Source: an optimization exercise on an open RTL-to-GDS flow (aim: a short achievable clock period). Production flows keep margins and buffers that such runs may drop.
Where RTL was checked, it was by simulation tests only, not by an equivalence proof against the original.
No driver is modelled on the clock port, so clocking that relies on it looks cheaper here than on a real chip.
Power and IR drop assume default switching activity.

== north ==
==> flow/design.v <==
module GPU(
    input gpu_clk,
    input rst,
    output reg h_sync,
    output reg v_sync,
    output reg color,
    output reg [8:0] address,
    input [639:0] data
    );
    reg [31:0] lo0, lo1, lo2, lo3, lo4;   
    reg [26:0] grp;                       
    reg        le;                        
    reg [8:0]  v;                         
    wire [31:0] lo_init = 32'd2;          
    always @(posedge gpu_clk) begin
        if (rst) begin
            lo0 <= lo_init;
            lo1 <= lo_init;
            lo2 <= lo_init;
            lo3 <= lo_init;
            lo4 <= lo_init;
            grp <= 27'd1;
            le <= 1'b0;
        end else begin
            if (le) begin
                lo0 <= lo_init;
                lo1 <= lo_init;
                lo2 <= lo_init;
                lo3 <= lo_init;
                lo4 <= lo_init;
                grp <= 27'd1;
            end else begin
                lo0 <= {lo0[30:0], lo0[31]};
                lo1 <= {lo1[30:0], lo1[31]};
                lo2 <= {lo2[30:0], lo2[31]};
                lo3 <= {lo3[30:0], lo3[31]};
                lo4 <= {lo4[30:0], lo4[31]};
                if (lo0[31])
                    grp <= {grp[25:0], 1'b0};
            end
            le <= grp[26] & lo0[8];       
        end
    end
    wire [639:0] sel = {lo4, lo4, lo4, lo4, lo3, lo3, lo3, lo3,
                        lo2, lo2, lo2, lo2, lo1, lo1, lo1, lo1,
                        lo0, lo0, lo0, lo0};
    wire [319:0] p_n;
    gpu_nand2 u_p0 (.a(data[1]), .b(sel[1]), .y(p_n[0]));
    genvar i;
    generate
        for (i = 1; i < 320; i = i + 1) begin : g_pair
            gpu_a22oi u (.a1(data[2*i]), .a2(sel[2*i]),
                         .b1(data[2*i+1]), .b2(sel[2*i+1]), .y(p_n[i]));
        end
    endgenerate
    wire [79:0] o8, o8_n;
    generate
        for (i = 0; i < 80; i = i + 1) begin : g_o8
            gpu_nand4 u (.a(p_n[4*i]), .b(p_n[4*i+1]), .c(p_n[4*i+2]),
                         .d(p_n[4*i+3]), .y(o8[i]));
            gpu_inv ui (.a(o8[i]), .y(o8_n[i]));
        end
    endgenerate
    wire [19:0] gate_n = ~grp[19:0] | {20{rst}};
    wire [19:0] o32, o32_n;
    generate
        for (i = 0; i < 20; i = i + 1) begin : g_o32
            gpu_a41oi u (.a1(o8_n[4*i]), .a2(o8_n[4*i+1]), .a3(o8_n[4*i+2]),
                         .a4(o8_n[4*i+3]), .b1(gate_n[i]), .y(o32[i]));
            gpu_inv ui (.a(o32[i]), .y(o32_n[i]));
        end
    endgenerate
    wire [4:0] o128;
    generate
        for (i = 0; i < 5; i = i + 1) begin : g_o128
            gpu_nand4 u (.a(o32_n[4*i]), .b(o32_n[4*i+1]), .c(o32_n[4*i+2]),
                         .d(o32_n[4*i+3]), .y(o128[i]));
        end
    endgenerate
    wire [2:0] q_n;
    gpu_nor2 u_q0 (.a(o128[0]), .b(o128[1]), .y(q_n[0]));
    gpu_nor2 u_q1 (.a(o128[2]), .b(o128[3]), .y(q_n[1]));
    gpu_inv  u_q2 (.a(o128[4]), .y(q_n[2]));
    wire color_d;
    gpu_nand3 u_c (.a(q_n[0]), .b(q_n[1]), .c(q_n[2]), .y(color_d));
    wire [8:0] v_next = le ? ((v == 9'd501) ? 9'd1 : v + 9'd1) : v;
    wire h_blank = (grp[20] & |lo0[31:17]) | grp[21] | (grp[22] & |lo0[16:0]);
    always @(posedge gpu_clk) begin
        color <= color_d;
        if (rst) begin
            v <= 9'd1;
            address <= 9'd0;
            h_sync <= 1'b0;
            v_sync <= 1'b0;
        end else begin
            h_sync <= ~h_blank;
            v_sync <= (v > 9'd481) && (v <= 9'd484);
            v <= v_next;
            address <= le ? ((v == 9'd501) ? 9'd0 : v) : v - 9'd1;
        end
    end
endmodule
module gpu_a22oi(input a1, input a2, input b1, input b2, output y);
    assign y = ~((a1 & a2) | (b1 & b2));
endmodule
module gpu_nand2(input a, input b, output y);
    assign y = ~(a & b);
endmodule
module gpu_nand3(input a, input b, input c, output y);
    assign y = ~(a & b & c);
endmodule
module gpu_nand4(input a, input b, input c, input d, output y);
    assign y = ~(a & b & c & d);
endmodule
module gpu_inv(input a, output y);
    assign y = ~a;
endmodule
module gpu_nor2(input a, input b, output y);
    assign y = ~(a | b);
endmodule
module gpu_a41oi(input a1, input a2, input a3, input a4, input b1, output y);
    assign y = ~((a1 & a2 & a3 & a4) | b1);
endmodule
==> flow/config.mk <==
export PLATFORM = sky130hd
export DESIGN_NAME = GPU
export DESIGN_NICKNAME = GPU
export VERILOG_FILES = /design/flow/design.v
export SDC_FILE = /design/flow/constraint.sdc
export NUM_CORES = 4
export LEC_CHECK = 0
export CAP_MARGIN = 20
export CORE_AREA = 4 4 196 196
export CTS_CLUSTER_DIAMETER = 120
export CTS_CLUSTER_SIZE = 18
export DIE_AREA = 0 0 200 200
export SETUP_SLACK_MARGIN = 1.5
export SLEW_MARGIN = 20
export SYNTH_HIERARCHICAL = 1
export SYNTH_MINIMUM_KEEP_SIZE = 0
==> flow/constraint.sdc <==
create_clock -name core_clock -period 3.4 [get_ports {gpu_clk}]
set_input_delay 0.6800 -clock core_clock [delete_from_list [all_inputs] [get_ports {gpu_clk}]]
set_output_delay 0.6800 -clock core_clock [all_outputs]
set_load 0.01 [all_outputs]
standard.sh (not shown) runs the stock make flow with config.mk's settings and CLKGATE_MAP_FILE= SYNTH_SCRIPT=/design/flow/synth_recipe.tcl, a recipe that flattens the netlist after the stock synthesis.
==> flow/flow/run.sh <==
#!/bin/bash
# Standard ORFS layout with stronger port buffers, free cell sizing, data
# pins kept in order (flow/pre_io.tcl) and extra steps after CTS
# (flow/post_cts.tcl).
set -euo pipefail
bash standard.sh finish \
  "BUFFER_PORTS_ARGS=-buffer_cell sky130_fd_sc_hd__buf_4" \
  MATCH_CELL_FOOTPRINT=0 \
  SETUP_SLACK_MARGIN=2.5 \
  "PRE_IO_PLACEMENT_TCL=$PWD/flow/pre_io.tcl" \
  "POST_CTS_TCL=$PWD/flow/post_cts.tcl" \
  > run_make.log 2>&1
Other scripts of this flow, unchanged in this note and not shown: flow/flow/post_cts.tcl, flow/flow/pre_io.tcl
Changes in south relative to north:
==> flow/design.v, changed modules only <==
module GPU(
    input gpu_clk,
    input rst,
    output reg h_sync,
    output reg v_sync,
    output reg color,
    output reg [8:0] address,
    input [639:0] data
    );
    reg [31:0] lo0, lo1, lo2, lo3, lo4;   
    reg [26:0] grp;                       
    reg        le;                        
    reg [8:0]  v;                         
    wire [31:0] lo_init = 32'd2;          
    always @(posedge gpu_clk) begin
        if (rst) begin
            lo0 <= lo_init;
            lo1 <= lo_init;
            lo2 <= lo_init;
            lo3 <= lo_init;
            lo4 <= lo_init;
            grp <= 27'd1;
            le <= 1'b0;
        end else begin
            if (le) begin
                lo0 <= lo_init;
                lo1 <= lo_init;
                lo2 <= lo_init;
                lo3 <= lo_init;
                lo4 <= lo_init;
                grp <= 27'd1;
            end else begin
                lo0 <= {lo0[30:0], lo0[31]};
                lo1 <= {lo1[30:0], lo1[31]};
                lo2 <= {lo2[30:0], lo2[31]};
                lo3 <= {lo3[30:0], lo3[31]};
                lo4 <= {lo4[30:0], lo4[31]};
                if (lo0[31])
                    grp <= {grp[25:0], 1'b0};
            end
            le <= grp[26] & lo0[8];       
        end
    end
    wire [639:0] sel = {lo4, lo4, lo4, lo4, lo3, lo3, lo3, lo3,
                        lo2, lo2, lo2, lo2, lo1, lo1, lo1, lo1,
                        lo0, lo0, lo0, lo0};
    wire [319:0] p_n;
    gpu_nand2 u_p0 (.a(data[1]), .b(sel[1]), .y(p_n[0]));
    genvar i;
    generate
        for (i = 1; i < 320; i = i + 1) begin : g_pair
            gpu_a22oi u (.a1(data[2*i]), .a2(sel[2*i]),
                         .b1(data[2*i+1]), .b2(sel[2*i+1]), .y(p_n[i]));
        end
    endgenerate
    wire [79:0] o8, o8_n;
    generate
        for (i = 0; i < 80; i = i + 1) begin : g_o8
            gpu_nand4 u (.a(p_n[4*i]), .b(p_n[4*i+1]), .c(p_n[4*i+2]),
                         .d(p_n[4*i+3]), .y(o8[i]));
            gpu_inv ui (.a(o8[i]), .y(o8_n[i]));
        end
    endgenerate
    wire [19:0] o32, o32_n;
    generate
        for (i = 0; i < 20; i = i + 1) begin : g_o32
            gpu_a41oi u (.a1(o8_n[4*i]), .a2(o8_n[4*i+1]), .a3(o8_n[4*i+2]),
                         .a4(o8_n[4*i+3]), .b1(~grp[i]), .y(o32[i]));
            gpu_inv ui (.a(o32[i]), .y(o32_n[i]));
        end
    endgenerate
    wire [4:0] o128;
    generate
        for (i = 0; i < 5; i = i + 1) begin : g_o128
            gpu_nand4 u (.a(o32_n[4*i]), .b(o32_n[4*i+1]), .c(o32_n[4*i+2]),
                         .d(o32_n[4*i+3]), .y(o128[i]));
        end
    endgenerate
    wire [3:0] q_n;
    gpu_inv u_q0 (.a(o128[0]), .y(q_n[0]));
    gpu_inv u_q1 (.a(o128[1]), .y(q_n[1]));
    gpu_inv u_q2 (.a(o128[2]), .y(q_n[2]));
    gpu_nor2 u_q3 (.a(o128[3]), .b(o128[4]), .y(q_n[3]));
    wire color_d;
    gpu_a41oi u_c (.a1(q_n[0]), .a2(q_n[1]), .a3(q_n[2]), .a4(q_n[3]),
                   .b1(rst), .y(color_d));
    wire [8:0] v_next = le ? ((v == 9'd501) ? 9'd1 : v + 9'd1) : v;
    wire h_blank = (grp[20] & |lo0[31:17]) | grp[21] | (grp[22] & |lo0[16:0]);
    always @(posedge gpu_clk) begin
        color <= color_d;
        if (rst) begin
            v <= 9'd1;
            address <= 9'd0;
            h_sync <= 1'b0;
            v_sync <= 1'b0;
        end else begin
            h_sync <= ~h_blank;
            v_sync <= (v > 9'd481) && (v <= 9'd484);
            v <= v_next;
            address <= le ? ((v == 9'd501) ? 9'd0 : v) : v - 9'd1;
        end
    end
endmodule
// module gpu_nand3 removed
Notes after the runs:
Against north as the reference, south delivers a lower via count of the routed design. Going from north to south, fraction of the yosys area taken by sequential cells increased by 0.22 points relative to the old numbers; fmax higher; final area +1.3%; biggest cell delay along the critical path -0.17 ns. Lower final cell count without fillers among south and north: north. For north, the launching element of the worst setup path was v[0]$_SDFFE_PP1P_, unlike south, where it was address[8]$_SDFF_PP0_. | post-layout minimum cycle time | south vs north | better |. For south, the slowest cell on the critical path was sky130_fd_sc_hd__dfxtp_2, unlike north, where it was sky130_fd_sc_hd__or4b_4. south vs. north: power of the combinational group now smaller; fraction of met2 tracks used by global routing now smaller.
Only the layout flow was run in north; the RTL was not checked for function there.

==> afterwards: timing with drivers on the ports <==
In the flow no input, the clock included, has a driving cell. The finished layouts below were timed again as built, in two steps. Step 1 (the two cells are an assumption about what drives the block):
set clk [get_ports {gpu_clk}]
set_driving_cell -lib_cell sky130_fd_sc_hd__clkbuf_16 $clk
set_driving_cell -lib_cell sky130_fd_sc_hd__buf_2 [delete_from_list [all_inputs] $clk]
Step 2 adds t to the input delays and takes it off the output delays; t is the mean of the earliest and latest rising clock arrival at the registers after step 1. Input paths then give back, and output paths get back, about the clock's delay inside the block. Three values: ideal, step 1, step 2; two values: the first two.
run | shift t [ns] | slack for setup (ns) | worst setup path after step 2 | latest minus earliest clock arrival (ns)
north | 0.488 | 1.782 / 1.719 / 1.380 | input to register | 0.126 / 0.127
south | 0.480 | 1.821 / 1.739 / 1.464 | input to register | 0.114 / 0.114
After both steps setup and hold are still met in every run listed. For north, which loses most, drivers alone change the setup slack by -0.063 ns; drivers and shift together by -0.402 ns.
